This is an optimization exercise on Yosys and OpenROAD, whose aim is small area and a short achievable clock period, not a production implementation.
The RTL was checked by simulation tests, not by an equivalence proof against the original design.
Power is estimated from default activity; no workload was simulated.

Setup of main:
// trash_compactor_part1
module trash_compactor_part1 (
    input clk,
    input rst,
    input [31:0] data_in,
    input op,
    input valid_in,
    output ready,
    output reg finished,
    output reg [63:0] result
);
clock: 10.0 ns
lec_check: 0
cap_margin: 20
core_margin: 2
core_utilization: 40
cts_cluster_diameter: 100
cts_cluster_size: 24
place_density: 0.6
slew_margin: 20
standard.sh (not shown) runs the stock make flow with config.mk's settings and CLKGATE_MAP_FILE= SYNTH_SCRIPT=/design/flow/synth_recipe.tcl, a recipe that flattens the netlist after the stock synthesis.
==> flow/flow/run.sh <==
#!/bin/bash
# Layout: the standard flow with the standard synthesis; the later steps
# repair setup timing towards a slack of 7.0 ns (a shorter achieved period),
# and the port buffers start as buf_2 (resized later where timing needs it).
set -euo pipefail
bash standard.sh synth > synth.log 2>&1
bash standard.sh SETUP_SLACK_MARGIN=7.0 "BUFFER_PORTS_ARGS=-buffer_cell sky130_fd_sc_hd__buf_2" finish > layout.log 2>&1
main: flow completed, timing, DRC and antenna clean
diff inputs: main => the feature branch
==> flow/flow/run.sh <==
#!/bin/bash
# Layout: the standard flow with the standard synthesis; the later steps
# repair setup timing towards a slack of 6.7 ns (a shorter achieved period),
# and the port buffers start as buf_2 (resized later where timing needs it).
set -euo pipefail
bash standard.sh synth > synth.log 2>&1
bash standard.sh SETUP_SLACK_MARGIN=6.7 "BUFFER_PORTS_ARGS=-buffer_cell sky130_fd_sc_hd__buf_2" finish > layout.log 2>&1
## What came out
- Clock-buffer cell count ends up higher on main.
- The feature branch vs. main: final non-filler cell total went down by 218.
- | total stage count of the critical path | the feature branch vs main | 2 lower |
- Total power for the feature branch: 13% down relative to main
- When the feature branch is set beside main, its maximum ir drop on the vdd rail turns out to be 50% larger.
- In terms of sequential power, the feature branch and main differ only marginally.
- The combinational share of power reported for the feature branch is smaller than that of main by 4.3 points.

========
== old ==
trash_compactor_part1 again, from the RTL that the note above started with.
clock: 10.0 ns
lec_check: 0
cap_margin: 20
core_margin: 2
core_utilization: 40
place_density: 0.6
slew_margin: 20
==> flow/flow/run.sh <==
#!/bin/bash
# Layout: the standard flow with the standard synthesis; the later steps
# repair setup timing towards a slack of 6.6 ns (a shorter achieved period),
# the port buffers start as buf_2 (resized later where timing needs it), and
# the clock tree is built without dummy balancing loads.
set -euo pipefail
bash standard.sh synth > synth.log 2>&1
bash standard.sh SETUP_SLACK_MARGIN=6.6 "BUFFER_PORTS_ARGS=-buffer_cell sky130_fd_sc_hd__buf_2" \
  "CTS_ARGS=-sink_clustering_enable -repair_clock_nets -sink_clustering_size 24 -sink_clustering_max_diameter 100 -dont_use_dummy_load" \
  finish > layout.log 2>&1
Looking at the reports, old completed the entire flow and the layout it produced met the timing, DRC and antenna checks.
Input-level comparison between new and old:
-- flow/flow/run.sh --
<<< old, line 3
# repair setup timing towards a slack of 6.6 ns (a shorter achieved period),
>>> new, line 3
# repair setup timing towards a slack of 6.8 ns (a shorter achieved period),
<<< old, line 8
bash standard.sh SETUP_SLACK_MARGIN=6.6 "BUFFER_PORTS_ARGS=-buffer_cell sky130_fd_sc_hd__buf_2" \
>>> new, line 8
bash standard.sh SETUP_SLACK_MARGIN=6.8 "BUFFER_PORTS_ARGS=-buffer_cell sky130_fd_sc_hd__buf_2" \
==> comparison <==
The sequential cell area in the final layout in new was higher than what old gave.
Summary of new over old: number of non-clock inverters in the layout roughly the same, area added between synthesis and finish higher, estimated wirelength of the detail-placed design lower, clock power roughly the same.
| global-route track usage on met1 | new vs old | 0.22 points higher |
On number of antenna diodes, new tracks old almost exactly.
new vs old — count of plain and timing-repair buffers in the layout rose 36%.

========
trash_compactor_part1 again, from the RTL that the note above started with.
// trash_compactor_part1
module trash_compactor_part1 (
    input clk,
    input rst,
    input [31:0] data_in,
    input op,
    input valid_in,
    output ready,
    output reg finished,
    output reg [63:0] result
);
==> flow/config.mk <==
export PLATFORM = sky130hd
export DESIGN_NAME = trash_compactor_part1
export DESIGN_NICKNAME = trash_compactor_part1
export VERILOG_FILES = /design/flow/design.v
export SDC_FILE = /design/flow/constraint.sdc
export NUM_CORES = 4
export LEC_CHECK = 0
export CAP_MARGIN = 20
export CORE_MARGIN = 2
export CORE_UTILIZATION = 55
export CTS_CLUSTER_DIAMETER = 100
export CTS_CLUSTER_SIZE = 24
export PLACE_DENSITY = 0.7
export SLEW_MARGIN = 20
==> flow/constraint.sdc <==
create_clock -name core_clock -period 10.0 [get_ports {clk}]
set_input_delay 2.0000 -clock core_clock [delete_from_list [all_inputs] [get_ports {clk}]]
set_output_delay 2.0000 -clock core_clock [all_outputs]
set_load 0.01 [all_outputs]
==> flow/flow/run.sh <==
#!/bin/bash
# Layout: the standard flow with the standard synthesis; the later steps
# repair setup timing towards a slack of 7.0 ns (a shorter achieved period),
# and the port buffers start as buf_2 (resized later where timing needs it).
set -euo pipefail
bash standard.sh synth > synth.log 2>&1
bash standard.sh SETUP_SLACK_MARGIN=7.0 "BUFFER_PORTS_ARGS=-buffer_cell sky130_fd_sc_hd__buf_2" finish > layout.log 2>&1
The baseline went through all stages and came out clean.
Then changed:
==> flow/flow/run.sh (replaced) <==
#!/bin/bash
# Layout: the standard flow with the standard synthesis; the later steps
# repair setup timing towards a slack of 6.7 ns (a shorter achieved period),
# the port buffers start as buf_2 (resized later where timing needs it), and
# the clock tree is built without dummy balancing loads.
set -euo pipefail
bash standard.sh synth > synth.log 2>&1
bash standard.sh SETUP_SLACK_MARGIN=6.7 "BUFFER_PORTS_ARGS=-buffer_cell sky130_fd_sc_hd__buf_2" \
  "CTS_ARGS=-sink_clustering_enable -repair_clock_nets -sink_clustering_size 24 -sink_clustering_max_diameter 100 -dont_use_dummy_load" \
  finish > layout.log 2>&1
Settings changed: CORE_UTILIZATION 55 to 40, CTS_CLUSTER_DIAMETER 100 to default, CTS_CLUSTER_SIZE 24 to default, PLACE_DENSITY 0.7 to 0.6.
What happened: Flip-flop and latch count is unchanged; routed wire length shrinks by 18%; non-clock buffer count shrinks by 234; power shrinks by 18%; global-route usage shrinks by 13 points; setup slack improved by 0.073 ns; synthesized area is unchanged; combinational power shrinks by 22%; utilization shrinks by 25 points; final area shrinks by 11%; critical path depth shrinks by 5.
Then changed:
==> flow/flow/run.sh (replaced) <==
#!/bin/bash
# Layout: the standard flow with the standard synthesis; the later steps
# repair setup timing towards a slack of 6.5 ns (a shorter achieved period),
# and the port buffers start as buf_2 (resized later where timing needs it).
set -euo pipefail
bash standard.sh synth > synth.log 2>&1
bash standard.sh SETUP_SLACK_MARGIN=6.5 "BUFFER_PORTS_ARGS=-buffer_cell sky130_fd_sc_hd__buf_2" finish > layout.log 2>&1
Settings changed: CTS_CLUSTER_DIAMETER from default to 100, CTS_CLUSTER_SIZE from default to 24.
After rerunning: Synthesized cell count is unchanged; critical path depth decreases by 3; via count decreases by 1.6%; first-iteration DRC count decreases by 12%.
Then changed:
==> flow/flow/run.sh (replaced) <==
#!/bin/bash
# Layout: the standard flow with the standard synthesis; the later steps
# repair setup timing towards a slack of 6.7 ns (a shorter achieved period).
set -euo pipefail
bash standard.sh synth > synth.log 2>&1
bash standard.sh SETUP_SLACK_MARGIN=6.7 finish > layout.log 2>&1
Settings changed: CTS_CLUSTER_DIAMETER 100 to default, CTS_CLUSTER_SIZE 24 to default.
Outcome: The changed run ran to the end with no violations. Routed wire length rises by 2.6%. Critical path depth falls by 6. Hold slack degrades by 0.0060 ns. Final cell count rises by 2.5%.

-- static timing again, ports no longer ideal --
No port has a modelled driver above. Below, the same layouts with a new extraction and two added sets of constraints. Step 1: set_driving_cell puts a clkbuf_16 on clk and a buf_2 on each other input, an assumption about the parent block. Step 2 moves the port delays by t, midway between the first and last clock arrival at a register: inputs arrive t later, outputs are due t later. That takes back most of the time a late clock gives input paths. a / b / c = no drivers / after step 1 / after step 2; a / b = the first two.
run | t, ns | slack for setup (ns) | slew at the worst register clock pin (ns)
main | 0.649 | 6.744 / 6.744 / 6.636 | 0.10 / 0.10
the feature branch | 0.647 | 6.750 / 6.750 / 6.285 | 0.10 / 0.10
old | 0.617 | 6.676 / 6.676 / 6.154 | 0.10 / 0.10
new | 0.631 | 6.738 / 6.738 / 6.323 | 0.10 / 0.10
the first run of note 3 | 0.650 | 6.655 / 6.655 / 6.512 | 0.11 / 0.11
the second run of note 3 | 0.615 | 6.728 / 6.728 / 6.300 | 0.10 / 0.10
the third run of note 3 | 0.645 | 6.595 / 6.595 / 6.142 | 0.10 / 0.10
the fourth run of note 3 | 0.639 | 6.753 / 6.689 / 6.217 | 0.06 / 0.06
After both steps setup and hold are still met in every run listed. For the fourth run of note 3, which loses most, drivers alone change the setup slack by -0.064 ns; drivers and shift together by -0.536 ns.
